This design comes from an exercise in tuning for small area, a short achievable clock period and few clock cycles per item on the open sky130 flow, not from production work. Only simulation tests tie the RTL to the original design; equivalence was not proved. Power and IR drop assume default switching activity.

==> design.v <==
module multiplication_top(a_in, b_in, result, clk, reset, start, ready);
    input [63:0] a_in, b_in;
    input clk, reset, start;
    output ready;
    output [128:0] result;
    reg rdy_q;
    reg [2:0] cnt_q;
    reg [4:0] sel_q;              
    reg [57:0] hi_q;               
    reg [69:0] lo_q;               
    reg [64:0] s_q, c_q;           
    reg [13:0] sr_q, cr_q;          
    reg [6:0] nr_q;               
    reg ca_q, cb_q;                
    reg [6:0] one_q, two_q, neg_q;
    wire last = !rdy_q && cnt_q == 3'd5;
    wire rdy_d = reset || (rdy_q ? !start : last);
    wire run = !reset && (rdy_q ? start : !last);
    wire [14:0] ach0 = {a_in[13:0], 1'b0};
    wire [14:0] ach;
    assign ach = ({15{sel_q[1]}} & {a_in[27], a_in[26], a_in[25], a_in[24], a_in[23], a_in[22], a_in[21], a_in[20], a_in[19], a_in[18], a_in[17], a_in[16], a_in[15], a_in[14], a_in[13]})
        | ({15{sel_q[2]}} & {a_in[41], a_in[40], a_in[39], a_in[38], a_in[37], a_in[36], a_in[35], a_in[34], a_in[33], a_in[32], a_in[31], a_in[30], a_in[29], a_in[28], a_in[27]})
        | ({15{sel_q[3]}} & {a_in[55], a_in[54], a_in[53], a_in[52], a_in[51], a_in[50], a_in[49], a_in[48], a_in[47], a_in[46], a_in[45], a_in[44], a_in[43], a_in[42], a_in[41]})
        | ({15{sel_q[4]}} & {1'b0, 1'b0, 1'b0, 1'b0, 1'b0, 1'b0, a_in[63], a_in[62], a_in[61], a_in[60], a_in[59], a_in[58], a_in[57], a_in[56], a_in[55]});
    wire [6:0] one0, two0, neg0, one_d, two_d, neg_d;
    genvar g;
    generate for (g = 0; g < 7; g = g + 1) begin : enc
        assign one0[g] = ach0[2*g+1] ^ ach0[2*g];
        assign two0[g] = (ach0[2*g+2] & ~ach0[2*g+1] & ~ach0[2*g]) | (~ach0[2*g+2] & ach0[2*g+1] & ach0[2*g]);
        assign neg0[g] = ach0[2*g+2];
        assign one_d[g] = ach[2*g+1] ^ ach[2*g];
        assign two_d[g] = (ach[2*g+2] & ~ach[2*g+1] & ~ach[2*g]) | (~ach[2*g+2] & ach[2*g+1] & ach[2*g]);
        assign neg_d[g] = ach[2*g+2];
    end endgenerate
    wire [6:0] one = rdy_q ? one0 : one_q;
    wire [6:0] two = rdy_q ? two0 : two_q;
    wire [6:0] neg = rdy_q ? neg0 : neg_q;
    wire [63:0] pp0 = ({64{one[0]}} & b_in | {64{two[0]}} & {b_in[62:0], 1'b0}) ^ {64{neg[0]}};
    wire py0 = two[0] & b_in[63];
    wire px0 = py0 ^ neg[0];
    wire npx0 = ~px0;
    wire npy0 = ~py0;
    wire pz0 = py0 & ~neg[0];
    wire [63:0] pp1 = ({64{one[1]}} & b_in | {64{two[1]}} & {b_in[62:0], 1'b0}) ^ {64{neg[1]}};
    wire py1 = two[1] & b_in[63];
    wire px1 = py1 ^ neg[1];
    wire npx1 = ~px1;
    wire npy1 = ~py1;
    wire pz1 = py1 & ~neg[1];
    wire [63:0] pp2 = ({64{one[2]}} & b_in | {64{two[2]}} & {b_in[62:0], 1'b0}) ^ {64{neg[2]}};
    wire py2 = two[2] & b_in[63];
    wire px2 = py2 ^ neg[2];
    wire npx2 = ~px2;
    wire npy2 = ~py2;
    wire pz2 = py2 & ~neg[2];
    wire [63:0] pp3 = ({64{one[3]}} & b_in | {64{two[3]}} & {b_in[62:0], 1'b0}) ^ {64{neg[3]}};
    wire py3 = two[3] & b_in[63];
    wire px3 = py3 ^ neg[3];
    wire npx3 = ~px3;
    wire npy3 = ~py3;
    wire pz3 = py3 & ~neg[3];
    wire [63:0] pp4 = ({64{one[4]}} & b_in | {64{two[4]}} & {b_in[62:0], 1'b0}) ^ {64{neg[4]}};
    wire py4 = two[4] & b_in[63];
    wire px4 = py4 ^ neg[4];
    wire npx4 = ~px4;
    wire npy4 = ~py4;
    wire pz4 = py4 & ~neg[4];
    wire [63:0] pp5 = ({64{one[5]}} & b_in | {64{two[5]}} & {b_in[62:0], 1'b0}) ^ {64{neg[5]}};
    wire py5 = two[5] & b_in[63];
    wire px5 = py5 ^ neg[5];
    wire npx5 = ~px5;
    wire npy5 = ~py5;
    wire pz5 = py5 & ~neg[5];
    wire [63:0] pp6 = ({64{one[6]}} & b_in | {64{two[6]}} & {b_in[62:0], 1'b0}) ^ {64{neg[6]}};
    wire py6 = two[6] & b_in[63];
    wire px6 = py6 ^ neg[6];
    wire npx6 = ~px6;
    wire npy6 = ~py6;
    wire pz6 = py6 & ~neg[6];
    wire fs1;
    wire fc2;
    wire hs3;
    wire hc4;
    wire fs5;
    wire fc6;
    wire fs7;
    wire fc8;
    wire hs9;
    wire hc10;
    wire fs11;
    wire fc12;
    wire fs13;
    wire fc14;
    wire fs15;
    wire fc16;
    wire fs17;
    wire fc18;
    wire hs19;
    wire hc20;
    wire fs21;
    wire fc22;
    wire fs23;
    wire fc24;
    wire fs25;
    wire fc26;
    wire fs27;
    wire fc28;
    wire fs29;
    wire fc30;
    wire fs31;
    wire fc32;
    wire fs33;
    wire fc34;
    wire fs35;
    wire fc36;
    wire fs37;
    wire fc38;
    wire fs39;
    wire fc40;
    wire fs41;
    wire fc42;
    wire fs43;
    wire fc44;
    wire fs45;
    wire fc46;
    wire fs47;
    wire fc48;
    wire fs49;
    wire fc50;
    wire fs51;
    wire fc52;
    wire fs53;
    wire fc54;
    wire fs55;
    wire fc56;
    wire fs57;
    wire fc58;
    wire fs59;
    wire fc60;
    wire fs61;
    wire fc62;
    wire fs63;
    wire fc64;
    wire fs65;
    wire fc66;
    wire fs67;
    wire fc68;
    wire fs69;
    wire fc70;
    wire fs71;
    wire fc72;
    wire fs73;
    wire fc74;
    wire fs75;
    wire fc76;
    wire fs77;
    wire fc78;
    wire fs79;
    wire fc80;
    wire fs81;
    wire fc82;
    wire fs83;
    wire fc84;
    wire fs85;
    wire fc86;
    wire fs87;
    wire fc88;
    wire fs89;
    wire fc90;
    wire fs91;
    wire fc92;
    wire fs93;
    wire fc94;
    wire fs95;
    wire fc96;
    wire fs97;
    wire fc98;
    wire fs99;
    wire fc100;
    wire fs101;
    wire fc102;
    wire fs103;
    wire fc104;
    wire fs105;
    wire fc106;
    wire fs107;
    wire fc108;
    wire fs109;
    wire fc110;
    wire fs111;
    wire fc112;
    wire fs113;
    wire fc114;
    wire fs115;
    wire fc116;
    wire fs117;
    wire fc118;
    wire fs119;
    wire fc120;
    wire fs121;
    wire fc122;
    wire fs123;
    wire fc124;
    wire fs125;
    wire fc126;
    wire fs127;
    wire fc128;
    wire fs129;
    wire fc130;
    wire fs131;
    wire fc132;
    wire fs133;
    wire fc134;
    wire fs135;
    wire fc136;
    wire fs137;
    wire fc138;
    wire fs139;
    wire fc140;
    wire fs141;
    wire fc142;
    wire fs143;
    wire fc144;
    wire fs145;
    wire fc146;
    wire fs147;
    wire fc148;
    wire fs149;
    wire fc150;
    wire fs151;
    wire fc152;
    wire fs153;
    wire fc154;
    wire fs155;
    wire fc156;
    wire fs157;
    wire fc158;
    wire fs159;
    wire fc160;
    wire fs161;
    wire fc162;
    wire fs163;
    wire fc164;
    wire fs165;
    wire fc166;
    wire fs167;
    wire fc168;
    wire fs169;
    wire fc170;
    wire fs171;
    wire fc172;
    wire fs173;
    wire fc174;
    wire fs175;
    wire fc176;
    wire fs177;
    wire fc178;
    wire fs179;
    wire fc180;
    wire fs181;
    wire fc182;
    wire fs183;
    wire fc184;
    wire fs185;
    wire fc186;
    wire fs187;
    wire fc188;
    wire fs189;
    wire fc190;
    wire fs191;
    wire fc192;
    wire fs193;
    wire fc194;
    wire fs195;
    wire fc196;
    wire fs197;
    wire fc198;
    wire fs199;
    wire fc200;
    wire fs201;
    wire fc202;
    wire fs203;
    wire fc204;
    wire fs205;
    wire fc206;
    wire fs207;
    wire fc208;
    wire fs209;
    wire fc210;
    wire fs211;
    wire fc212;
    wire fs213;
    wire fc214;
    wire fs215;
    wire fc216;
    wire fs217;
    wire fc218;
    wire fs219;
    wire fc220;
    wire fs221;
    wire fc222;
    wire fs223;
    wire fc224;
    wire fs225;
    wire fc226;
    wire fs227;
    wire fc228;
    wire fs229;
    wire fc230;
    wire fs231;
    wire fc232;
    wire fs233;
    wire fc234;
    wire fs235;
    wire fc236;
    wire fs237;
    wire fc238;
    wire fs239;
    wire fc240;
    wire fs241;
    wire fc242;
    wire fs243;
    wire fc244;
    wire fs245;
    wire fc246;
    wire fs247;
    wire fc248;
    wire fs249;
    wire fc250;
    wire fs251;
    wire fc252;
    wire fs253;
    wire fc254;
    wire fs255;
    wire fc256;
    wire fs257;
    wire fc258;
    wire fs259;
    wire fc260;
    wire fs261;
    wire fc262;
    wire fs263;
    wire fc264;
    wire fs265;
    wire fc266;
    wire fs267;
    wire fc268;
    wire fs269;
    wire fc270;
    wire fs271;
    wire fc272;
    wire fs273;
    wire fc274;
    wire fs275;
    wire fc276;
    wire fs277;
    wire fc278;
    wire fs279;
    wire fc280;
    wire fs281;
    wire fc282;
    wire fs283;
    wire fc284;
    wire fs285;
    wire fc286;
    wire fs287;
    wire fc288;
    wire fs289;
    wire fc290;
    wire fs291;
    wire fc292;
    wire fs293;
    wire fc294;
    wire fs295;
    wire fc296;
    wire fs297;
    wire fc298;
    wire fs299;
    wire fc300;
    wire fs301;
    wire fc302;
    wire fs303;
    wire fc304;
    wire fs305;
    wire fc306;
    wire fs307;
    wire fc308;
    wire fs309;
    wire fc310;
    wire fs311;
    wire fc312;
    wire fs313;
    wire fc314;
    wire fs315;
    wire fc316;
    wire fs317;
    wire fc318;
    wire fs319;
    wire fc320;
    wire fs321;
    wire fc322;
    wire fs323;
    wire fc324;
    wire fs325;
    wire fc326;
    wire fs327;
    wire fc328;
    wire fs329;
    wire fc330;
    wire fs331;
    wire fc332;
    wire fs333;
    wire fc334;
    wire fs335;
    wire fc336;
    wire fs337;
    wire fc338;
    wire hs339;
    wire hc340;
    wire fs341;
    wire fc342;
    wire hs343;
    wire hc344;
    wire hs345;
    wire hc346;
    wire fs347;
    wire fc348;
    wire fs349;
    wire fc350;
    wire hs351;
    wire hc352;
    wire fs353;
    wire fc354;
    wire fs355;
    wire fc356;
    wire fs357;
    wire fc358;
    wire fs359;
    wire fc360;
    wire fs361;
    wire fc362;
    wire fs363;
    wire fc364;
    wire fs365;
    wire fc366;
    wire fs367;
    wire fc368;
    wire fs369;
    wire fc370;
    wire fs371;
    wire fc372;
    wire fs373;
    wire fc374;
    wire fs375;
    wire fc376;
    wire fs377;
    wire fc378;
    wire fs379;
    wire fc380;
    wire fs381;
    wire fc382;
    wire fs383;
    wire fc384;
    wire fs385;
    wire fc386;
    wire fs387;
    wire fc388;
    wire fs389;
    wire fc390;
    wire fs391;
    wire fc392;
    wire fs393;
    wire fc394;
    wire fs395;
    wire fc396;
    wire fs397;
    wire fc398;
    wire fs399;
    wire fc400;
    wire fs401;
    wire fc402;
    wire fs403;
    wire fc404;
    wire fs405;
    wire fc406;
    wire fs407;
    wire fc408;
    wire fs409;
    wire fc410;
    wire fs411;
    wire fc412;
    wire fs413;
    wire fc414;
    wire fs415;
    wire fc416;
    wire fs417;
    wire fc418;
    wire fs419;
    wire fc420;
    wire fs421;
    wire fc422;
    wire fs423;
    wire fc424;
    wire fs425;
    wire fc426;
    wire fs427;
    wire fc428;
    wire fs429;
    wire fc430;
    wire fs431;
    wire fc432;
    wire fs433;
    wire fc434;
    wire fs435;
    wire fc436;
    wire fs437;
    wire fc438;
    wire fs439;
    wire fc440;
    wire fs441;
    wire fc442;
    wire fs443;
    wire fc444;
    wire fs445;
    wire fc446;
    wire fs447;
    wire fc448;
    wire fs449;
    wire fc450;
    wire fs451;
    wire fc452;
    wire fs453;
    wire fc454;
    wire fs455;
    wire fc456;
    wire fs457;
    wire fc458;
    wire fs459;
    wire fc460;
    wire fs461;
    wire fc462;
    wire fs463;
    wire fc464;
    wire fs465;
    wire fc466;
    wire fs467;
    wire fc468;
    wire fs469;
    wire fc470;
    wire fs471;
    wire fc472;
    wire fs473;
    wire fc474;
    wire fs475;
    wire fc476;
    wire fs477;
    wire fc478;
    wire fs479;
    wire fc480;
    wire fs481;
    wire fc482;
    wire fs483;
    wire fc484;
    wire fs485;
    wire fc486;
    wire fs487;
    wire fc488;
    wire fs489;
    wire fc490;
    wire fs491;
    wire fc492;
    wire fs493;
    wire fc494;
    wire fs495;
    wire fc496;
    wire fs497;
    wire fc498;
    wire fs499;
    wire fc500;
    wire fs501;
    wire fc502;
    wire fs503;
    wire fc504;
    wire fs505;
    wire fc506;
    wire fs507;
    wire fc508;
    wire fs509;
    wire fc510;
    wire fs511;
    wire fc512;
    wire fs513;
    wire fc514;
    wire fs515;
    wire fc516;
    wire fs517;
    wire fc518;
    wire fs519;
    wire fc520;
    wire fs521;
    wire fc522;
    wire fs523;
    wire fc524;
    wire fs525;
    wire fc526;
    wire fs527;
    wire fc528;
    wire fs529;
    wire fc530;
    wire fs531;
    wire fc532;
    wire fs533;
    wire fc534;
    wire fs535;
    wire fc536;
    wire fs537;
    wire fc538;
    wire fs539;
    wire fc540;
    wire fs541;
    wire fc542;
    wire fs543;
    wire fc544;
    wire fs545;
    wire fc546;
    wire fs547;
    wire fc548;
    wire fs549;
    wire fc550;
    wire fs551;
    wire fc552;
    wire fs553;
    wire fc554;
    wire fs555;
    wire fc556;
    wire fs557;
    wire fc558;
    wire fs559;
    wire fc560;
    wire fs561;
    wire fc562;
    wire fs563;
    wire fc564;
    wire fs565;
    wire fc566;
    wire fs567;
    wire fc568;
    wire fs569;
    wire fc570;
    wire fs571;
    wire fc572;
    wire fs573;
    wire fc574;
    wire fs575;
    wire fc576;
    wire fs577;
    wire fc578;
    wire fs579;
    wire fc580;
    wire fs581;
    wire fc582;
    wire fs583;
    wire fc584;
    wire fs585;
    wire fc586;
    wire fs587;
    wire fc588;
    wire fs589;
    wire fc590;
    wire fs591;
    wire fc592;
    wire fs593;
    wire fc594;
    wire fs595;
    wire fc596;
    wire fs597;
    wire fc598;
    wire fs599;
    wire fc600;
    wire fs601;
    wire fc602;
    wire fs603;
    wire fc604;
    wire fs605;
    wire fc606;
    wire hs607;
    wire hc608;
    wire fs609;
    wire fc610;
    wire hs611;
    wire hc612;
    wire hs613;
    wire hc614;
    wire fs615;
    wire fc616;
    wire fs617;
    wire fc618;
    wire fs619;
    wire fc620;
    wire fs621;
    wire fc622;
    wire fs623;
    wire fc624;
    wire fs625;
    wire fc626;
    wire fs627;
    wire fc628;
    wire fs629;
    wire fc630;
    wire fs631;
    wire fc632;
    wire fs633;
    wire fc634;
    wire fs635;
    wire fc636;
    wire fs637;
    wire fc638;
    wire fs639;
    wire fc640;
    wire fs641;
    wire fc642;
    wire fs643;
    wire fc644;
    wire fs645;
    wire fc646;
    wire fs647;
    wire fc648;
    wire fs649;
    wire fc650;
    wire fs651;
    wire fc652;
    wire fs653;
    wire fc654;
    wire fs655;
    wire fc656;
    wire fs657;
    wire fc658;
    wire fs659;
    wire fc660;
    wire fs661;
    wire fc662;
    wire fs663;
    wire fc664;
    wire fs665;
    wire fc666;
    wire fs667;
    wire fc668;
    wire fs669;
    wire fc670;
    wire fs671;
    wire fc672;
    wire fs673;
    wire fc674;
    wire fs675;
    wire fc676;
    wire fs677;
    wire fc678;
    wire fs679;
    wire fc680;
    wire fs681;
    wire fc682;
    wire fs683;
    wire fc684;
    wire fs685;
    wire fc686;
    wire fs687;
    wire fc688;
    wire fs689;
    wire fc690;
    wire fs691;
    wire fc692;
    wire fs693;
    wire fc694;
    wire fs695;
    wire fc696;
    wire fs697;
    wire fc698;
    wire fs699;
    wire fc700;
    wire fs701;
    wire fc702;
    wire fs703;
    wire fc704;
    wire fs705;
    wire fc706;
    wire fs707;
    wire fc708;
    wire fs709;
    wire fc710;
    wire fs711;
    wire fc712;
    wire fs713;
    wire fc714;
    wire fs715;
    wire fc716;
    wire fs717;
    wire fc718;
    wire fs719;
    wire fc720;
    wire fs721;
    wire fc722;
    wire fs723;
    wire fc724;
    wire fs725;
    wire fc726;
    wire fs727;
    wire fc728;
    wire fs729;
    wire fc730;
    wire fs731;
    wire fc732;
    wire fs733;
    wire fc734;
    wire fs735;
    wire fc736;
    wire fs737;
    wire fc738;
    wire fs739;
    wire fc740;
    wire fs741;
    wire fc742;
    wire fs743;
    wire fc744;
    wire fs745;
    wire fc746;
    wire fs747;
    wire fc748;
    wire fs749;
    wire fc750;
    wire fs751;
    wire fc752;
    wire fs753;
    wire fc754;
    wire fs755;
    wire fc756;
    wire fs757;
    wire fc758;
    wire hs759;
    wire hc760;
    wire hs761;
    wire hc762;
    wire fs763;
    wire fc764;
    wire fs765;
    wire fc766;
    wire fs767;
    wire fc768;
    wire fs769;
    wire fc770;
    wire fs771;
    wire fc772;
    wire fs773;
    wire fc774;
    wire fs775;
    wire fc776;
    wire fs777;
    wire fc778;
    wire fs779;
    wire fc780;
    wire fs781;
    wire fc782;
    wire fs783;
    wire fc784;
    wire fs785;
    wire fc786;
    wire fs787;
    wire fc788;
    wire fs789;
    wire fc790;
    wire fs791;
    wire fc792;
    wire fs793;
    wire fc794;
    wire fs795;
    wire fc796;
    wire fs797;
    wire fc798;
    wire fs799;
    wire fc800;
    wire fs801;
    wire fc802;
    wire fs803;
    wire fc804;
    wire fs805;
    wire fc806;
    wire fs807;
    wire fc808;
    wire fs809;
    wire fc810;
    wire fs811;
    wire fc812;
    wire fs813;
    wire fc814;
    wire fs815;
    wire fc816;
    wire fs817;
    wire fc818;
    wire fs819;
    wire fc820;
    wire fs821;
    wire fc822;
    wire fs823;
    wire fc824;
    wire fs825;
    wire fc826;
    wire fs827;
    wire fc828;
    wire fs829;
    wire fc830;
    wire fs831;
    wire fc832;
    wire fs833;
    wire fc834;
    wire fs835;
    wire fc836;
    wire fs837;
    wire fc838;
    wire fs839;
    wire fc840;
    wire fs841;
    wire fc842;
    wire fs843;
    wire fc844;
    wire fs845;
    wire fc846;
    wire fs847;
    wire fc848;
    wire fs849;
    wire fc850;
    wire fs851;
    wire fc852;
    wire fs853;
    wire fc854;
    wire fs855;
    wire fc856;
    wire fs857;
    wire fc858;
    wire fs859;
    wire fc860;
    wire fs861;
    wire fc862;
    wire fs863;
    wire fc864;
    wire fs865;
    wire fc866;
    wire fs867;
    wire fc868;
    wire fs869;
    wire fc870;
    wire fs871;
    wire fc872;
    wire fs873;
    wire fc874;
    wire fs875;
    wire fc876;
    wire fs877;
    wire fc878;
    wire fs879;
    wire fc880;
    wire fs881;
    wire fc882;
    wire fs883;
    wire fc884;
    wire fs885;
    wire fc886;
    wire fs887;
    wire fc888;
    wire fs889;
    wire fc890;
    wire fs891;
    wire fc892;
    wire fs893;
    wire fc894;
    wire fs895;
    wire fc896;
    wire fs897;
    wire fc898;
    wire fs899;
    wire fc900;
    wire fs901;
    wire fc902;
    wire fs903;
    wire fc904;
    wire fs905;
    wire fc906;
    wire fs907;
    wire fc908;
    wire fs909;
    wire fc910;
    wire hs911;
    wire hc912;
    assign {fc2, fs1} = s_q[0] + c_q[0] + pp0[0];
    assign {hc4, hs3} = s_q[8] + c_q[8];
    assign {fc6, fs5} = s_q[9] + c_q[9] + pp0[9];
    assign {fc8, fs7} = s_q[10] + c_q[10] + pp0[10];
    assign {hc10, hs9} = pp1[8] + pp2[6];
    assign {fc12, fs11} = s_q[11] + c_q[11] + pp0[11];
    assign {fc14, fs13} = pp1[9] + pp2[7] + pp3[5];
    assign {fc16, fs15} = s_q[12] + c_q[12] + pp0[12];
    assign {fc18, fs17} = pp1[10] + pp2[8] + pp3[6];
    assign {hc20, hs19} = pp4[4] + pp5[2];
    assign {fc22, fs21} = s_q[13] + c_q[13] + pp0[13];
    assign {fc24, fs23} = pp1[11] + pp2[9] + pp3[7];
    assign {fc26, fs25} = pp4[5] + pp5[3] + pp6[1];
    assign {fc28, fs27} = s_q[14] + c_q[14] + pp0[14];
    assign {fc30, fs29} = pp1[12] + pp2[10] + pp3[8];
    assign {fc32, fs31} = pp4[6] + pp5[4] + pp6[2];
    assign {fc34, fs33} = s_q[15] + c_q[15] + pp0[15];
    assign {fc36, fs35} = pp1[13] + pp2[11] + pp3[9];
    assign {fc38, fs37} = pp4[7] + pp5[5] + pp6[3];
    assign {fc40, fs39} = s_q[16] + c_q[16] + pp0[16];
    assign {fc42, fs41} = pp1[14] + pp2[12] + pp3[10];
    assign {fc44, fs43} = pp4[8] + pp5[6] + pp6[4];
    assign {fc46, fs45} = s_q[17] + c_q[17] + pp0[17];
    assign {fc48, fs47} = pp1[15] + pp2[13] + pp3[11];
    assign {fc50, fs49} = pp4[9] + pp5[7] + pp6[5];
    assign {fc52, fs51} = s_q[18] + c_q[18] + pp0[18];
    assign {fc54, fs53} = pp1[16] + pp2[14] + pp3[12];
    assign {fc56, fs55} = pp4[10] + pp5[8] + pp6[6];
    assign {fc58, fs57} = s_q[19] + c_q[19] + pp0[19];
    assign {fc60, fs59} = pp1[17] + pp2[15] + pp3[13];
    assign {fc62, fs61} = pp4[11] + pp5[9] + pp6[7];
    assign {fc64, fs63} = s_q[20] + c_q[20] + pp0[20];
    assign {fc66, fs65} = pp1[18] + pp2[16] + pp3[14];
    assign {fc68, fs67} = pp4[12] + pp5[10] + pp6[8];
    assign {fc70, fs69} = s_q[21] + c_q[21] + pp0[21];
    assign {fc72, fs71} = pp1[19] + pp2[17] + pp3[15];
    assign {fc74, fs73} = pp4[13] + pp5[11] + pp6[9];
    assign {fc76, fs75} = s_q[22] + c_q[22] + pp0[22];
    assign {fc78, fs77} = pp1[20] + pp2[18] + pp3[16];
    assign {fc80, fs79} = pp4[14] + pp5[12] + pp6[10];
    assign {fc82, fs81} = s_q[23] + c_q[23] + pp0[23];
    assign {fc84, fs83} = pp1[21] + pp2[19] + pp3[17];
    assign {fc86, fs85} = pp4[15] + pp5[13] + pp6[11];
    assign {fc88, fs87} = s_q[24] + c_q[24] + pp0[24];
    assign {fc90, fs89} = pp1[22] + pp2[20] + pp3[18];
    assign {fc92, fs91} = pp4[16] + pp5[14] + pp6[12];
    assign {fc94, fs93} = s_q[25] + c_q[25] + pp0[25];
    assign {fc96, fs95} = pp1[23] + pp2[21] + pp3[19];
    assign {fc98, fs97} = pp4[17] + pp5[15] + pp6[13];
    assign {fc100, fs99} = s_q[26] + c_q[26] + pp0[26];
    assign {fc102, fs101} = pp1[24] + pp2[22] + pp3[20];
    assign {fc104, fs103} = pp4[18] + pp5[16] + pp6[14];
    assign {fc106, fs105} = s_q[27] + c_q[27] + pp0[27];
    assign {fc108, fs107} = pp1[25] + pp2[23] + pp3[21];
    assign {fc110, fs109} = pp4[19] + pp5[17] + pp6[15];
    assign {fc112, fs111} = s_q[28] + c_q[28] + pp0[28];
    assign {fc114, fs113} = pp1[26] + pp2[24] + pp3[22];
    assign {fc116, fs115} = pp4[20] + pp5[18] + pp6[16];
    assign {fc118, fs117} = s_q[29] + c_q[29] + pp0[29];
    assign {fc120, fs119} = pp1[27] + pp2[25] + pp3[23];
    assign {fc122, fs121} = pp4[21] + pp5[19] + pp6[17];
    assign {fc124, fs123} = s_q[30] + c_q[30] + pp0[30];
    assign {fc126, fs125} = pp1[28] + pp2[26] + pp3[24];
    assign {fc128, fs127} = pp4[22] + pp5[20] + pp6[18];
    assign {fc130, fs129} = s_q[31] + c_q[31] + pp0[31];
    assign {fc132, fs131} = pp1[29] + pp2[27] + pp3[25];
    assign {fc134, fs133} = pp4[23] + pp5[21] + pp6[19];
    assign {fc136, fs135} = s_q[32] + c_q[32] + pp0[32];
    assign {fc138, fs137} = pp1[30] + pp2[28] + pp3[26];
    assign {fc140, fs139} = pp4[24] + pp5[22] + pp6[20];
    assign {fc142, fs141} = s_q[33] + c_q[33] + pp0[33];
    assign {fc144, fs143} = pp1[31] + pp2[29] + pp3[27];
    assign {fc146, fs145} = pp4[25] + pp5[23] + pp6[21];
    assign {fc148, fs147} = s_q[34] + c_q[34] + pp0[34];
    assign {fc150, fs149} = pp1[32] + pp2[30] + pp3[28];
    assign {fc152, fs151} = pp4[26] + pp5[24] + pp6[22];
    assign {fc154, fs153} = s_q[35] + c_q[35] + pp0[35];
    assign {fc156, fs155} = pp1[33] + pp2[31] + pp3[29];
    assign {fc158, fs157} = pp4[27] + pp5[25] + pp6[23];
    assign {fc160, fs159} = s_q[36] + c_q[36] + pp0[36];
    assign {fc162, fs161} = pp1[34] + pp2[32] + pp3[30];
    assign {fc164, fs163} = pp4[28] + pp5[26] + pp6[24];
    assign {fc166, fs165} = s_q[37] + c_q[37] + pp0[37];
    assign {fc168, fs167} = pp1[35] + pp2[33] + pp3[31];
    assign {fc170, fs169} = pp4[29] + pp5[27] + pp6[25];
    assign {fc172, fs171} = s_q[38] + c_q[38] + pp0[38];
    assign {fc174, fs173} = pp1[36] + pp2[34] + pp3[32];
    assign {fc176, fs175} = pp4[30] + pp5[28] + pp6[26];
    assign {fc178, fs177} = s_q[39] + c_q[39] + pp0[39];
    assign {fc180, fs179} = pp1[37] + pp2[35] + pp3[33];
    assign {fc182, fs181} = pp4[31] + pp5[29] + pp6[27];
    assign {fc184, fs183} = s_q[40] + c_q[40] + pp0[40];
    assign {fc186, fs185} = pp1[38] + pp2[36] + pp3[34];
    assign {fc188, fs187} = pp4[32] + pp5[30] + pp6[28];
    assign {fc190, fs189} = s_q[41] + c_q[41] + pp0[41];
    assign {fc192, fs191} = pp1[39] + pp2[37] + pp3[35];
    assign {fc194, fs193} = pp4[33] + pp5[31] + pp6[29];
    assign {fc196, fs195} = s_q[42] + c_q[42] + pp0[42];
    assign {fc198, fs197} = pp1[40] + pp2[38] + pp3[36];
    assign {fc200, fs199} = pp4[34] + pp5[32] + pp6[30];
    assign {fc202, fs201} = s_q[43] + c_q[43] + pp0[43];
    assign {fc204, fs203} = pp1[41] + pp2[39] + pp3[37];
    assign {fc206, fs205} = pp4[35] + pp5[33] + pp6[31];
    assign {fc208, fs207} = s_q[44] + c_q[44] + pp0[44];
    assign {fc210, fs209} = pp1[42] + pp2[40] + pp3[38];
    assign {fc212, fs211} = pp4[36] + pp5[34] + pp6[32];
    assign {fc214, fs213} = s_q[45] + c_q[45] + pp0[45];
    assign {fc216, fs215} = pp1[43] + pp2[41] + pp3[39];
    assign {fc218, fs217} = pp4[37] + pp5[35] + pp6[33];
    assign {fc220, fs219} = s_q[46] + c_q[46] + pp0[46];
    assign {fc222, fs221} = pp1[44] + pp2[42] + pp3[40];
    assign {fc224, fs223} = pp4[38] + pp5[36] + pp6[34];
    assign {fc226, fs225} = s_q[47] + c_q[47] + pp0[47];
    assign {fc228, fs227} = pp1[45] + pp2[43] + pp3[41];
    assign {fc230, fs229} = pp4[39] + pp5[37] + pp6[35];
    assign {fc232, fs231} = s_q[48] + c_q[48] + pp0[48];
    assign {fc234, fs233} = pp1[46] + pp2[44] + pp3[42];
    assign {fc236, fs235} = pp4[40] + pp5[38] + pp6[36];
    assign {fc238, fs237} = s_q[49] + c_q[49] + pp0[49];
    assign {fc240, fs239} = pp1[47] + pp2[45] + pp3[43];
    assign {fc242, fs241} = pp4[41] + pp5[39] + pp6[37];
    assign {fc244, fs243} = s_q[50] + c_q[50] + pp0[50];
    assign {fc246, fs245} = pp1[48] + pp2[46] + pp3[44];
    assign {fc248, fs247} = pp4[42] + pp5[40] + pp6[38];
    assign {fc250, fs249} = s_q[51] + c_q[51] + pp0[51];
    assign {fc252, fs251} = pp1[49] + pp2[47] + pp3[45];
    assign {fc254, fs253} = pp4[43] + pp5[41] + pp6[39];
    assign {fc256, fs255} = s_q[52] + c_q[52] + pp0[52];
    assign {fc258, fs257} = pp1[50] + pp2[48] + pp3[46];
    assign {fc260, fs259} = pp4[44] + pp5[42] + pp6[40];
    assign {fc262, fs261} = s_q[53] + c_q[53] + pp0[53];
    assign {fc264, fs263} = pp1[51] + pp2[49] + pp3[47];
    assign {fc266, fs265} = pp4[45] + pp5[43] + pp6[41];
    assign {fc268, fs267} = s_q[54] + c_q[54] + pp0[54];
    assign {fc270, fs269} = pp1[52] + pp2[50] + pp3[48];
    assign {fc272, fs271} = pp4[46] + pp5[44] + pp6[42];
    assign {fc274, fs273} = s_q[55] + c_q[55] + pp0[55];
    assign {fc276, fs275} = pp1[53] + pp2[51] + pp3[49];
    assign {fc278, fs277} = pp4[47] + pp5[45] + pp6[43];
    assign {fc280, fs279} = s_q[56] + c_q[56] + pp0[56];
    assign {fc282, fs281} = pp1[54] + pp2[52] + pp3[50];
    assign {fc284, fs283} = pp4[48] + pp5[46] + pp6[44];
    assign {fc286, fs285} = s_q[57] + c_q[57] + pp0[57];
    assign {fc288, fs287} = pp1[55] + pp2[53] + pp3[51];
    assign {fc290, fs289} = pp4[49] + pp5[47] + pp6[45];
    assign {fc292, fs291} = s_q[58] + c_q[58] + pp0[58];
    assign {fc294, fs293} = pp1[56] + pp2[54] + pp3[52];
    assign {fc296, fs295} = pp4[50] + pp5[48] + pp6[46];
    assign {fc298, fs297} = s_q[59] + c_q[59] + pp0[59];
    assign {fc300, fs299} = pp1[57] + pp2[55] + pp3[53];
    assign {fc302, fs301} = pp4[51] + pp5[49] + pp6[47];
    assign {fc304, fs303} = s_q[60] + c_q[60] + pp0[60];
    assign {fc306, fs305} = pp1[58] + pp2[56] + pp3[54];
    assign {fc308, fs307} = pp4[52] + pp5[50] + pp6[48];
    assign {fc310, fs309} = s_q[61] + c_q[61] + pp0[61];
    assign {fc312, fs311} = pp1[59] + pp2[57] + pp3[55];
    assign {fc314, fs313} = pp4[53] + pp5[51] + pp6[49];
    assign {fc316, fs315} = s_q[62] + c_q[62] + pp0[62];
    assign {fc318, fs317} = pp1[60] + pp2[58] + pp3[56];
    assign {fc320, fs319} = pp4[54] + pp5[52] + pp6[50];
    assign {fc322, fs321} = s_q[63] + c_q[63] + pp0[63];
    assign {fc324, fs323} = pp1[61] + pp2[59] + pp3[57];
    assign {fc326, fs325} = pp4[55] + pp5[53] + pp6[51];
    assign {fc328, fs327} = s_q[64] + c_q[64] + npx0;
    assign {fc330, fs329} = pp1[62] + pp2[60] + pp3[58];
    assign {fc332, fs331} = pp4[56] + pp5[54] + pp6[52];
    assign {fc334, fs333} = npy0 + pp1[63] + pp2[61];
    assign {fc336, fs335} = pp3[59] + pp4[57] + pp5[55];
    assign {fc338, fs337} = pz0 + npx1 + pp2[62];
    assign {hc340, hs339} = pp3[60] + pp4[58];
    assign {fc342, fs341} = npy1 + pp2[63] + pp3[61];
    assign {hc344, hs343} = pz1 + npx2;
    assign {hc346, hs345} = s_q[4] + c_q[4];
    assign {fc348, fs347} = s_q[5] + c_q[5] + pp0[5];
    assign {fc350, fs349} = s_q[6] + c_q[6] + pp0[6];
    assign {hc352, hs351} = pp1[4] + pp2[2];
    assign {fc354, fs353} = s_q[7] + c_q[7] + pp0[7];
    assign {fc356, fs355} = pp1[5] + pp2[3] + pp3[1];
    assign {fc358, fs357} = hs3 + pp0[8] + pp1[6];
    assign {fc360, fs359} = pp2[4] + pp3[2] + pp4[0];
    assign {fc362, fs361} = hc4 + pp1[7] + pp2[5];
    assign {fc364, fs363} = pp3[3] + pp4[1] + fs5;
    assign {fc366, fs365} = pp3[4] + pp4[2] + pp5[0];
    assign {fc368, fs367} = fc6 + fs7 + hs9;
    assign {fc370, fs369} = pp4[3] + pp5[1] + fc8;
    assign {fc372, fs371} = hc10 + fs11 + fs13;
    assign {fc374, fs373} = pp6[0] + fc12 + fc14;
    assign {fc376, fs375} = fs15 + fs17 + hs19;
    assign {fc378, fs377} = fc16 + fc18 + hc20;
    assign {fc380, fs379} = fs21 + fs23 + fs25;
    assign {fc382, fs381} = fc22 + fc24 + fc26;
    assign {fc384, fs383} = fs27 + fs29 + fs31;
    assign {fc386, fs385} = fc28 + fc30 + fc32;
    assign {fc388, fs387} = fs33 + fs35 + fs37;
    assign {fc390, fs389} = fc34 + fc36 + fc38;
    assign {fc392, fs391} = fs39 + fs41 + fs43;
    assign {fc394, fs393} = fc40 + fc42 + fc44;
    assign {fc396, fs395} = fs45 + fs47 + fs49;
    assign {fc398, fs397} = fc46 + fc48 + fc50;
    assign {fc400, fs399} = fs51 + fs53 + fs55;
    assign {fc402, fs401} = fc52 + fc54 + fc56;
    assign {fc404, fs403} = fs57 + fs59 + fs61;
    assign {fc406, fs405} = fc58 + fc60 + fc62;
    assign {fc408, fs407} = fs63 + fs65 + fs67;
    assign {fc410, fs409} = fc64 + fc66 + fc68;
    assign {fc412, fs411} = fs69 + fs71 + fs73;
    assign {fc414, fs413} = fc70 + fc72 + fc74;
    assign {fc416, fs415} = fs75 + fs77 + fs79;
    assign {fc418, fs417} = fc76 + fc78 + fc80;
    assign {fc420, fs419} = fs81 + fs83 + fs85;
    assign {fc422, fs421} = fc82 + fc84 + fc86;
    assign {fc424, fs423} = fs87 + fs89 + fs91;
    assign {fc426, fs425} = fc88 + fc90 + fc92;
    assign {fc428, fs427} = fs93 + fs95 + fs97;
    assign {fc430, fs429} = fc94 + fc96 + fc98;
    assign {fc432, fs431} = fs99 + fs101 + fs103;
    assign {fc434, fs433} = fc100 + fc102 + fc104;
    assign {fc436, fs435} = fs105 + fs107 + fs109;
    assign {fc438, fs437} = fc106 + fc108 + fc110;
    assign {fc440, fs439} = fs111 + fs113 + fs115;
    assign {fc442, fs441} = fc112 + fc114 + fc116;
    assign {fc444, fs443} = fs117 + fs119 + fs121;
    assign {fc446, fs445} = fc118 + fc120 + fc122;
    assign {fc448, fs447} = fs123 + fs125 + fs127;
    assign {fc450, fs449} = fc124 + fc126 + fc128;
    assign {fc452, fs451} = fs129 + fs131 + fs133;
    assign {fc454, fs453} = fc130 + fc132 + fc134;
    assign {fc456, fs455} = fs135 + fs137 + fs139;
    assign {fc458, fs457} = fc136 + fc138 + fc140;
    assign {fc460, fs459} = fs141 + fs143 + fs145;
    assign {fc462, fs461} = fc142 + fc144 + fc146;
    assign {fc464, fs463} = fs147 + fs149 + fs151;
    assign {fc466, fs465} = fc148 + fc150 + fc152;
    assign {fc468, fs467} = fs153 + fs155 + fs157;
    assign {fc470, fs469} = fc154 + fc156 + fc158;
    assign {fc472, fs471} = fs159 + fs161 + fs163;
    assign {fc474, fs473} = fc160 + fc162 + fc164;
    assign {fc476, fs475} = fs165 + fs167 + fs169;
    assign {fc478, fs477} = fc166 + fc168 + fc170;
    assign {fc480, fs479} = fs171 + fs173 + fs175;
    assign {fc482, fs481} = fc172 + fc174 + fc176;
    assign {fc484, fs483} = fs177 + fs179 + fs181;
    assign {fc486, fs485} = fc178 + fc180 + fc182;
    assign {fc488, fs487} = fs183 + fs185 + fs187;
    assign {fc490, fs489} = fc184 + fc186 + fc188;
    assign {fc492, fs491} = fs189 + fs191 + fs193;
    assign {fc494, fs493} = fc190 + fc192 + fc194;
    assign {fc496, fs495} = fs195 + fs197 + fs199;
    assign {fc498, fs497} = fc196 + fc198 + fc200;
    assign {fc500, fs499} = fs201 + fs203 + fs205;
    assign {fc502, fs501} = fc202 + fc204 + fc206;
    assign {fc504, fs503} = fs207 + fs209 + fs211;
    assign {fc506, fs505} = fc208 + fc210 + fc212;
    assign {fc508, fs507} = fs213 + fs215 + fs217;
    assign {fc510, fs509} = fc214 + fc216 + fc218;
    assign {fc512, fs511} = fs219 + fs221 + fs223;
    assign {fc514, fs513} = fc220 + fc222 + fc224;
    assign {fc516, fs515} = fs225 + fs227 + fs229;
    assign {fc518, fs517} = fc226 + fc228 + fc230;
    assign {fc520, fs519} = fs231 + fs233 + fs235;
    assign {fc522, fs521} = fc232 + fc234 + fc236;
    assign {fc524, fs523} = fs237 + fs239 + fs241;
    assign {fc526, fs525} = fc238 + fc240 + fc242;
    assign {fc528, fs527} = fs243 + fs245 + fs247;
    assign {fc530, fs529} = fc244 + fc246 + fc248;
    assign {fc532, fs531} = fs249 + fs251 + fs253;
    assign {fc534, fs533} = fc250 + fc252 + fc254;
    assign {fc536, fs535} = fs255 + fs257 + fs259;
    assign {fc538, fs537} = fc256 + fc258 + fc260;
    assign {fc540, fs539} = fs261 + fs263 + fs265;
    assign {fc542, fs541} = fc262 + fc264 + fc266;
    assign {fc544, fs543} = fs267 + fs269 + fs271;
    assign {fc546, fs545} = fc268 + fc270 + fc272;
    assign {fc548, fs547} = fs273 + fs275 + fs277;
    assign {fc550, fs549} = fc274 + fc276 + fc278;
    assign {fc552, fs551} = fs279 + fs281 + fs283;
    assign {fc554, fs553} = fc280 + fc282 + fc284;
    assign {fc556, fs555} = fs285 + fs287 + fs289;
    assign {fc558, fs557} = fc286 + fc288 + fc290;
    assign {fc560, fs559} = fs291 + fs293 + fs295;
    assign {fc562, fs561} = fc292 + fc294 + fc296;
    assign {fc564, fs563} = fs297 + fs299 + fs301;
    assign {fc566, fs565} = fc298 + fc300 + fc302;
    assign {fc568, fs567} = fs303 + fs305 + fs307;
    assign {fc570, fs569} = fc304 + fc306 + fc308;
    assign {fc572, fs571} = fs309 + fs311 + fs313;
    assign {fc574, fs573} = fc310 + fc312 + fc314;
    assign {fc576, fs575} = fs315 + fs317 + fs319;
    assign {fc578, fs577} = fc316 + fc318 + fc320;
    assign {fc580, fs579} = fs321 + fs323 + fs325;
    assign {fc582, fs581} = fc322 + fc324 + fc326;
    assign {fc584, fs583} = fs327 + fs329 + fs331;
    assign {fc586, fs585} = pp6[53] + fc328 + fc330;
    assign {fc588, fs587} = fc332 + fs333 + fs335;
    assign {fc590, fs589} = pp5[56] + pp6[54] + fc334;
    assign {fc592, fs591} = fc336 + fs337 + hs339;
    assign {fc594, fs593} = pp4[59] + pp5[57] + pp6[55];
    assign {fc596, fs595} = fc338 + hc340 + fs341;
    assign {fc598, fs597} = pp3[62] + pp4[60] + pp5[58];
    assign {fc600, fs599} = pp6[56] + fc342 + hs343;
    assign {fc602, fs601} = npy2 + pp3[63] + pp4[61];
    assign {fc604, fs603} = pp5[59] + pp6[57] + hc344;
    assign {fc606, fs605} = pz2 + npx3 + pp4[62];
    assign {hc608, hs607} = pp5[60] + pp6[58];
    assign {fc610, fs609} = npy3 + pp4[63] + pp5[61];
    assign {hc612, hs611} = pz3 + npx4;
    assign {hc614, hs613} = s_q[1] + c_q[1];
    assign {fc616, fs615} = s_q[2] + c_q[2] + pp0[2];
    assign {fc618, fs617} = s_q[3] + c_q[3] + pp0[3];
    assign {fc620, fs619} = hs345 + pp0[4] + pp1[2];
    assign {fc622, fs621} = hc346 + pp1[3] + pp2[1];
    assign {fc624, fs623} = pp3[0] + fc348 + fs349;
    assign {fc626, fs625} = fc350 + hc352 + fs353;
    assign {fc628, fs627} = fc354 + fc356 + fs357;
    assign {fc630, fs629} = fc358 + fc360 + fs361;
    assign {fc632, fs631} = fc362 + fs365 + fc364;
    assign {fc634, fs633} = fc366 + fc368 + fs369;
    assign {fc636, fs635} = fc370 + fc372 + fs373;
    assign {fc638, fs637} = fc374 + fc376 + fs377;
    assign {fc640, fs639} = fc378 + fc380 + fs381;
    assign {fc642, fs641} = fc382 + fc384 + fs385;
    assign {fc644, fs643} = fc386 + fc388 + fs389;
    assign {fc646, fs645} = fc390 + fc392 + fs393;
    assign {fc648, fs647} = fc394 + fc396 + fs397;
    assign {fc650, fs649} = fc398 + fc400 + fs401;
    assign {fc652, fs651} = fc402 + fc404 + fs405;
    assign {fc654, fs653} = fc406 + fc408 + fs409;
    assign {fc656, fs655} = fc410 + fc412 + fs413;
    assign {fc658, fs657} = fc414 + fc416 + fs417;
    assign {fc660, fs659} = fc418 + fc420 + fs421;
    assign {fc662, fs661} = fc422 + fc424 + fs425;
    assign {fc664, fs663} = fc426 + fc428 + fs429;
    assign {fc666, fs665} = fc430 + fc432 + fs433;
    assign {fc668, fs667} = fc434 + fc436 + fs437;
    assign {fc670, fs669} = fc438 + fc440 + fs441;
    assign {fc672, fs671} = fc442 + fc444 + fs445;
    assign {fc674, fs673} = fc446 + fc448 + fs449;
    assign {fc676, fs675} = fc450 + fc452 + fs453;
    assign {fc678, fs677} = fc454 + fc456 + fs457;
    assign {fc680, fs679} = fc458 + fc460 + fs461;
    assign {fc682, fs681} = fc462 + fc464 + fs465;
    assign {fc684, fs683} = fc466 + fc468 + fs469;
    assign {fc686, fs685} = fc470 + fc472 + fs473;
    assign {fc688, fs687} = fc474 + fc476 + fs477;
    assign {fc690, fs689} = fc478 + fc480 + fs481;
    assign {fc692, fs691} = fc482 + fc484 + fs485;
    assign {fc694, fs693} = fc486 + fc488 + fs489;
    assign {fc696, fs695} = fc490 + fc492 + fs493;
    assign {fc698, fs697} = fc494 + fc496 + fs497;
    assign {fc700, fs699} = fc498 + fc500 + fs501;
    assign {fc702, fs701} = fc502 + fc504 + fs505;
    assign {fc704, fs703} = fc506 + fc508 + fs509;
    assign {fc706, fs705} = fc510 + fc512 + fs513;
    assign {fc708, fs707} = fc514 + fc516 + fs517;
    assign {fc710, fs709} = fc518 + fc520 + fs521;
    assign {fc712, fs711} = fc522 + fc524 + fs525;
    assign {fc714, fs713} = fc526 + fc528 + fs529;
    assign {fc716, fs715} = fc530 + fc532 + fs533;
    assign {fc718, fs717} = fc534 + fc536 + fs537;
    assign {fc720, fs719} = fc538 + fc540 + fs541;
    assign {fc722, fs721} = fc542 + fc544 + fs545;
    assign {fc724, fs723} = fc546 + fc548 + fs549;
    assign {fc726, fs725} = fc550 + fc552 + fs553;
    assign {fc728, fs727} = fc554 + fc556 + fs557;
    assign {fc730, fs729} = fc558 + fc560 + fs561;
    assign {fc732, fs731} = fc562 + fc564 + fs565;
    assign {fc734, fs733} = fc566 + fc568 + fs569;
    assign {fc736, fs735} = fc570 + fc572 + fs573;
    assign {fc738, fs737} = fc574 + fc576 + fs577;
    assign {fc740, fs739} = fc578 + fc580 + fs581;
    assign {fc742, fs741} = fc582 + fc584 + fs585;
    assign {fc744, fs743} = fc586 + fc588 + fs589;
    assign {fc746, fs745} = fs593 + fc590 + fc592;
    assign {fc748, fs747} = fc594 + fs597 + fc596;
    assign {fc750, fs749} = fc598 + fs601 + fc600;
    assign {fc752, fs751} = fc602 + fs605 + hs607;
    assign {fc754, fs753} = pp6[59] + fc606 + hc608;
    assign {fc756, fs755} = pp5[62] + pp6[60] + fc610;
    assign {fc758, fs757} = npy4 + pp5[63] + pp6[61];
    assign {hc760, hs759} = pz4 + npx5;
    assign {hc762, hs761} = hs613 + pp0[1];
    assign {fc764, fs763} = hc614 + pp1[0] + fs615;
    assign {fc766, fs765} = pp1[1] + fc616 + fs617;
    assign {fc768, fs767} = pp2[0] + fc618 + fs619;
    assign {fc770, fs769} = fc620 + fs621 + fs347;
    assign {fc772, fs771} = fc622 + hs351 + fs623;
    assign {fc774, fs773} = fs355 + fc624 + fs625;
    assign {fc776, fs775} = fs359 + fc626 + fs627;
    assign {fc778, fs777} = fc628 + fs629 + fs363;
    assign {fc780, fs779} = fc630 + fs367 + fs631;
    assign {fc782, fs781} = fs371 + fc632 + fs633;
    assign {fc784, fs783} = fs375 + fc634 + fs635;
    assign {fc786, fs785} = fs379 + fc636 + fs637;
    assign {fc788, fs787} = fs383 + fc638 + fs639;
    assign {fc790, fs789} = fs387 + fc640 + fs641;
    assign {fc792, fs791} = fs391 + fc642 + fs643;
    assign {fc794, fs793} = fs395 + fc644 + fs645;
    assign {fc796, fs795} = fs399 + fc646 + fs647;
    assign {fc798, fs797} = fs403 + fc648 + fs649;
    assign {fc800, fs799} = fs407 + fc650 + fs651;
    assign {fc802, fs801} = fs411 + fc652 + fs653;
    assign {fc804, fs803} = fs415 + fc654 + fs655;
    assign {fc806, fs805} = fs419 + fc656 + fs657;
    assign {fc808, fs807} = fs423 + fc658 + fs659;
    assign {fc810, fs809} = fs427 + fc660 + fs661;
    assign {fc812, fs811} = fs431 + fc662 + fs663;
    assign {fc814, fs813} = fs435 + fc664 + fs665;
    assign {fc816, fs815} = fs439 + fc666 + fs667;
    assign {fc818, fs817} = fs443 + fc668 + fs669;
    assign {fc820, fs819} = fs447 + fc670 + fs671;
    assign {fc822, fs821} = fs451 + fc672 + fs673;
    assign {fc824, fs823} = fs455 + fc674 + fs675;
    assign {fc826, fs825} = fs459 + fc676 + fs677;
    assign {fc828, fs827} = fs463 + fc678 + fs679;
    assign {fc830, fs829} = fs467 + fc680 + fs681;
    assign {fc832, fs831} = fs471 + fc682 + fs683;
    assign {fc834, fs833} = fs475 + fc684 + fs685;
    assign {fc836, fs835} = fs479 + fc686 + fs687;
    assign {fc838, fs837} = fs483 + fc688 + fs689;
    assign {fc840, fs839} = fs487 + fc690 + fs691;
    assign {fc842, fs841} = fs491 + fc692 + fs693;
    assign {fc844, fs843} = fs495 + fc694 + fs695;
    assign {fc846, fs845} = fs499 + fc696 + fs697;
    assign {fc848, fs847} = fs503 + fc698 + fs699;
    assign {fc850, fs849} = fs507 + fc700 + fs701;
    assign {fc852, fs851} = fs511 + fc702 + fs703;
    assign {fc854, fs853} = fs515 + fc704 + fs705;
    assign {fc856, fs855} = fs519 + fc706 + fs707;
    assign {fc858, fs857} = fs523 + fc708 + fs709;
    assign {fc860, fs859} = fs527 + fc710 + fs711;
    assign {fc862, fs861} = fs531 + fc712 + fs713;
    assign {fc864, fs863} = fs535 + fc714 + fs715;
    assign {fc866, fs865} = fs539 + fc716 + fs717;
    assign {fc868, fs867} = fs543 + fc718 + fs719;
    assign {fc870, fs869} = fs547 + fc720 + fs721;
    assign {fc872, fs871} = fs551 + fc722 + fs723;
    assign {fc874, fs873} = fs555 + fc724 + fs725;
    assign {fc876, fs875} = fs559 + fc726 + fs727;
    assign {fc878, fs877} = fs563 + fc728 + fs729;
    assign {fc880, fs879} = fs567 + fc730 + fs731;
    assign {fc882, fs881} = fs571 + fc732 + fs733;
    assign {fc884, fs883} = fs575 + fc734 + fs735;
    assign {fc886, fs885} = fs579 + fc736 + fs737;
    assign {fc888, fs887} = fs583 + fc738 + fs739;
    assign {fc890, fs889} = fs587 + fc740 + fs741;
    assign {fc892, fs891} = fs591 + fc742 + fs743;
    assign {fc894, fs893} = fs595 + fc744 + fs745;
    assign {fc896, fs895} = fs599 + fc746 + fs747;
    assign {fc898, fs897} = fs603 + fc748 + fs749;
    assign {fc900, fs899} = fs751 + fc604 + fc750;
    assign {fc902, fs901} = fs609 + fc752 + fs753;
    assign {fc904, fs903} = hs611 + fc754 + fs755;
    assign {fc906, fs905} = fs757 + hc612 + fc756;
    assign {fc908, fs907} = pp6[62] + fc758 + hs759;
    assign {fc910, fs909} = npy5 + pp6[63] + hc760;
    assign {hc912, hs911} = pz5 + npx6;
    wire [78:0] ts = {pz6, hc912, fc910, fc908, fc906, fc904, fc902, fc900, fc898, fc896, fc894, fc892, fc890, fc888, fc886, fc884, fc882, fc880, fc878, fc876, fc874, fc872, fc870, fc868, fc866, fc864, fc862, fc860, fc858, fc856, fc854, fc852, fc850, fc848, fc846, fc844, fc842, fc840, fc838, fc836, fc834, fc832, fc830, fc828, fc826, fc824, fc822, fc820, fc818, fc816, fc814, fc812, fc810, fc808, fc806, fc804, fc802, fc800, fc798, fc796, fc794, fc792, fc790, fc788, fc786, fc784, fc782, fc780, fc778, fc776, fc774, fc772, fc770, fc768, fc766, fc764, hc762, hs761, fs1};
    wire [78:0] tc = {1'b0, npy6, hs911, fs909, fs907, fs905, fs903, fs901, fs899, fs897, fs895, fs893, fs891, fs889, fs887, fs885, fs883, fs881, fs879, fs877, fs875, fs873, fs871, fs869, fs867, fs865, fs863, fs861, fs859, fs857, fs855, fs853, fs851, fs849, fs847, fs845, fs843, fs841, fs839, fs837, fs835, fs833, fs831, fs829, fs827, fs825, fs823, fs821, fs819, fs817, fs815, fs813, fs811, fs809, fs807, fs805, fs803, fs801, fs799, fs797, fs795, fs793, fs791, fs789, fs787, fs785, fs783, fs781, fs779, fs777, fs775, fs773, fs771, fs769, fs767, fs765, fs763, fc2, 1'b0};
    wire [71:0] fp = {s_q[57:0], sr_q};
    wire [71:0] fq = {c_q[57:0], cr_q[13:1], ca_q};
    wire [71:0] fr = {58'd0, 1'b0, nr_q[6], 1'b0, nr_q[5], 1'b0, nr_q[4], 1'b0, nr_q[3], 1'b0, nr_q[2], 1'b0, nr_q[1], 1'b0, nr_q[0]};
    wire [71:0] fres = fp + fq + fr + {71'd0, cb_q};
    wire [15:0] lsum = fp[13:0] + fq[13:0] + fr[13:0] + {15'd0, cb_q};
    wire ca_d = lsum[15];
    wire cb_d = lsum[15] | lsum[14];
    always @(posedge clk) begin
        rdy_q <= rdy_d;
        cnt_q <= rdy_q ? 3'd1 : cnt_q + 3'd1;
        sel_q <= rdy_d ? 5'd2 : {sel_q[3:0], 1'b0};
        one_q <= one_d;
        two_q <= two_d;
        neg_q <= neg_d;
        s_q <= run ? ts[78:14] : {1'b1, 64'd0};
        c_q <= run ? tc[78:14] : 65'd0;
        sr_q <= ts[13:0];
        cr_q <= tc[13:0];
        nr_q <= neg;
        ca_q <= rdy_q ? 1'b0 : ca_d;
        cb_q <= rdy_q ? 1'b0 : cb_d;
        if (!rdy_q) lo_q <= {fres[13:0], lo_q[69:14]};
        if (last) hi_q <= fres[71:14];
    end
    assign ready = rdy_q;
    assign result = {1'b0, hi_q, lo_q};
endmodule
==> run.sh <==
#!/bin/bash
# synth_recipe.tcl (not shown) runs the flow's synth.tcl, then flattens the netlist and writes it again
# the make line also repeats each setting of config.mk as NAME=value (left out here)
make -C /OpenROAD-flow-scripts/flow DESIGN_CONFIG=/design/flow/config.mk WORK_HOME=/design/flow/orfs CLKGATE_MAP_FILE= SYNTH_SCRIPT=/design/flow/synth_recipe.tcl finish
==> config.mk <==
export PLATFORM = sky130hd
export DESIGN_NAME = multiplication_top
export DESIGN_NICKNAME = multiplication_top
export VERILOG_FILES = /design/flow/design.v
export SDC_FILE = /design/flow/constraint.sdc
export NUM_CORES = 4
export LEC_CHECK = 0
export CAP_MARGIN = 20
export CORE_MARGIN = 2
export CORE_UTILIZATION = 40
export SETUP_SLACK_MARGIN = 1.2
export SLEW_MARGIN = 20
==> constraint.sdc <==
create_clock -name core_clock -period 4.0 [get_ports {clk}]
set_input_delay 0.8000 -clock core_clock [delete_from_list [all_inputs] [get_ports {clk}]]
set_output_delay 0.8000 -clock core_clock [all_outputs]
set_load 0.01 [all_outputs]
==> impl_metrics.json <==
{
  "setup_viol": 0,
  "grt_pass1_wl_mm": 168,
  "ys_types": 77,
  "final.setup_skew_ns": 0.0328,
  "endpoint_kind": "register",
  "synth-edff-count": 128,
  "synthesis.area_um2": 32500,
  "grt_util_all_layers": 0.267,
  "worstSetupPathType": "input port to register",
  "wire_per_inst_um": 24.7,
  "final_common_cell": "xnor2_1",
  "peakVddDrop_v": 0.000427,
  "regArea_um2": 7750,
  "synth_top_area_cell": "fa_1",
  "die_h_um": 289,
  "place_hpwl_mm": 82.2,
  "multiInputGateArea_um2": 25500,
  "crit_chain": "clkdlybuf4s15_1 -> buf_6 -> xnor2_4 -> a21oi_4 -> buf_12 -> buf_4 -> clkbuf_16 -> a22oi_1 -> xnor2_1 -> fa_1 -> fa_2 -> fa_2 -> fa_2 -> nor2_1",
  "chipWidth_um": 289,
  "fmax_ghz": 0.263,
  "num_vias": 26700,
  "clk_path_buf_depth": 3,
  "syn_to_final_growth_pct": 38.8,
  "htree_levels": 2,
  "design_area_um2": 45100,
  "cap_violations": 0,
  "slew_violations": 0,
  "gp_congestion": 0.915,
  "slowest_delay_ns": 0.55,
  "worstRegToRegCells": 15,
  "hold_start": "cnt_q[0]$_SDFF_PP1_",
  "status": "no timing/DRC/antenna violations",
  "fin_nets": 4338,
  "synth_seq_cells": 322,
  "layout-drive-gt1-share": 0.294,
  "hold_buffers": 0,
  "ff2ff_setup_slack_ns": 0.21,
  "clkTransAtPathRegs_ns": 0.06,
  "rsz0062_at_grt": "true",
  "antenna_cells": 0,
  "whs_ns": 0.407,
  "synth_top_area_frac": 0.277,
  "syn-num-nets": 3854,
  "yosysSeqAreaShare": 0.238,
  "tns_ns": 0,
  "crit_top_cell": "fa_2",
  "syn_inst": 3118,
  "reg2reg_to": "c_q[3]$_SDFF_PN0_",
  "fill_cells": 6703,
  "finalCritPeriodShare": 0.950,
  "rows": 104,
  "start_util": 0.404,
  "routed_wl_mm": 116,
  "postRouteAntennaNets": 0,
  "ys_async_sr_fraction": 0,
  "grt-ovfl-total": 0,
  "clkLatencyLatePin_ns": 0.61,
  "placed_area_um2": 39800,
  "io_buffers": 259,
  "p_leak_nw": 17.3,
  "mostFrequentLayoutCells": "xnor2_1, a22oi_1, buf_4, clkdlybuf4s50_1, fa_2",
  "cp_max_fo": 9,
  "cts_tree": "done",
  "grt_max_degree": 82,
  "drc_errors": 0,
  "powerDensity_nw_per_um2": 782,
  "die_area_um2": 83600,
  "netlist_top_cells_area": "fa_1, xnor2_1, dfxtp_1, edfxtp_1, a22oi_1",
  "cp.arrival_ns": 4.26,
  "period_minus_slack_ns": 3.80,
  "synth_top_flop_cell": "dfxtp_1",
  "hold_class": "register to register",
  "start_kind": "input port",
  "drt_iter0_drc": 2786,
  "cts_made_buffers": 41,
  "r2r_start": "rdy_q$_DFF_P_",
  "hold_viol_final": 0,
  "dp_slack_ns": -1.04,
  "antenna_found_initial": 2,
  "dr.pass1.iters": 8,
  "finalWorstSetupSlack_ns": 0.202,
  "max-slew-margin-rel": 0.256,
  "worstPathRequired_ns": 4.46,
  "holdPathEnd": "cnt_q[0]$_SDFF_PP1_",
  "core_um2": 80500,
  "viasPerCell": 5.70,
  "worst_pin_slew_ns": 1.12,
  "ys_warn_count": 1,
  "top_level_ports": 261,
  "numClockSinks": 322,
  "syn-mean-instance-area_um2": 10.4,
  "critical_path.slowest_cell": "fa_2",
  "cts-root-buf": "clkbuf_16",
  "grt_pass1_vias": 26500,
  "whs_path_depth": 1
}
==> what timing repair did <==
action / 4_1_cts / 5_1_grt
resized for setup: 305 / 253
gates cloned: 24 / 10
pin swaps: 241 / 177
endpoints found under the setup margin: 257 / 262
buffers inserted: 59 / 30
==> area by class of cell <==
| cell class | count | area share |
|---|---|---|
| Timing Repair Buffer | 703 | 0.186 |
| Clock inverter | 16 | 0.00374 |
| Tap cell | 1060 | 0.0294 |
| Multi-Input combinational cell | 2310 | 0.566 |
| Inverter | 224 | 0.0188 |
| Clock buffer | 59 | 0.0252 |
| Sequential cell | 322 | 0.172 |
==> synth_stat cells (3+ instances only) <==
library cell    n
a21o_1         40
o21a_1          3
nor2b_1         9
buf_2          26
a22oi_1       459
o31ai_1         6
nand4_1        27
a222oi_1        4
ha_1          156
xor2_1         35
nand3b_1        3
a311oi_1        3
nand2_1       103
inv_1         221
dfxtp_1       194
o21ai_1        12
buf_1          40
a211oi_1        5
nor2_1        182
o21bai_2        3
fa_1          449
nand2b_1        9
a221o_1         4
or3_1           6
or2_2           3
xnor2_1       496
nor4_1          4
mux2i_1         7
and3_1         10
edfxtp_1      128
a31o_2          4
a21oi_2         3
and2_1         20
o22ai_1         5
o21ai_0        40
nand3_1        25
a221oi_1        3
clkbuf_1      192
a31oi_1        11
nor3_1         10
a21oi_1       100
o211ai_1        3
o21bai_1       10
==> worst max-delay path, delay by kind of cell <==
family | cells | cell delay (ns)
and+or+nand+nor | 1 | 0.05
buffers and inverters | 5 | 0.81
xor gates and xnor gates | 2 | 0.29
AOI/OAI and AO/OA | 2 | 0.30
adders and majority gates | 4 | 1.99
==> layer usage <==
metal / track usage / vias up / share of wire
li1: - / 11700 / -
met1: 0.359 / 13400 / 0.39
met2: 0.422 / 1351 / 0.46
met3: 0.0491 / 335 / 0.092
met4: 0.115 / 2 / 0.055
met5: 0 / - / 0.00011
==> state kept, by name, indices dropped and copies added (netlist names) <==
name,count
sel_q,4
one_q,7
hi_q,58
rdy_q,1
two_q,7
c_q,64
nr_q,7
ca_q,1
cr_q,13
lo_q,70
cnt_q,3
cb_q,1
s_q,65
neg_q,7
sr_q,14
==> report_power, final <==
part | leakage [nW] | switching (W) | internal (W)
Sequential | 2.81 | 0.000526 | 0.00462
Combinational | 13.8 | 0.0139 | 0.0126
Clock | 0.638 | 0.00164 | 0.00207
==> cells by family (layout without fill, tap and decap cells) <==
| group | count (synthesis) | count (layout) | synth area share |
|---|---|---|---|
| XOR/XNOR | 531 | 531 | 0.143 |
| flip-flops | 322 | 322 | 0.238 |
| buffers and inverters | 486 | 1002 | 0.0574 |
| other | 1 | 1 | 0.000115 |
| AO/OA/AOI/OAI | 745 | 745 | 0.164 |
| adder cells (fa/ha/maj) | 605 | 605 | 0.337 |
| multiplexers | 8 | 8 | 0.00250 |
| AND/OR/NAND/NOR | 420 | 420 | 0.0583 |
==> how the worst max path moves through the flow <==
stage | from | slack, ns | to | cells after the start
5_1_grt | a_in[5] | 0.09 | c_q[29]$_SDFF_PN0_ | 15
6_report | a_in[2] | 0.20 | c_q[7]$_SDFF_PN0_ | 14
3_3_place_gp | a_in[1] | -1.05 | c_q[30]$_SDFF_PN0_ | 13
3_5_place_dp | a_in[1] | -1.04 | c_q[30]$_SDFF_PN0_ | 13
4_1_cts | cb_q$_SDFF_PP0_ | 0.18 | hi_q[54]$_DFFE_PP_ | 14
2_1_floorplan | rdy_q$_DFF_P_ | -0.23 | c_q[38]$_SDFF_PN0_ | 10
==> stage by stage <==
step                      power (W)  instances   util
final                        0.0353       4694  0.560
after global routing         0.0385       4694  0.560
after CTS                    0.0340       4654  0.541
after detailed placement     0.0289       4496  0.494
after global placement       0.0286       4496  0.494
after floorplan              0.0214       3118      -
Testbench counts, summed over its fixed seeds: cycles 9,608, items 1,600.

## separate check: timing with driven ports
The results above use ideal ports. As a check the final layout listed here was re-extracted and re-timed, cells and wires unchanged. Step 1 sets driving cells, clkbuf_16 on the clock port and buf_2 on the other inputs (assumed; they add their load-dependent delay and slew). Step 2 also shifts input and output timing later by t, the mid clock arrival at the registers, as if the neighbouring blocks saw the same clock. a / b / c = ideal / step 1 / step 2; a / b = the first two.
t, ns: 0.655
setup slack, ns: 0.202 / 0.207 / -0.419
worst data-port slew with drivers (ns): 0.09
With both steps, setup timing fails in this run, where it was met with ideal ports. The setup slack of this run moves by +0.005 ns with the drivers and by -0.621 ns with both steps.
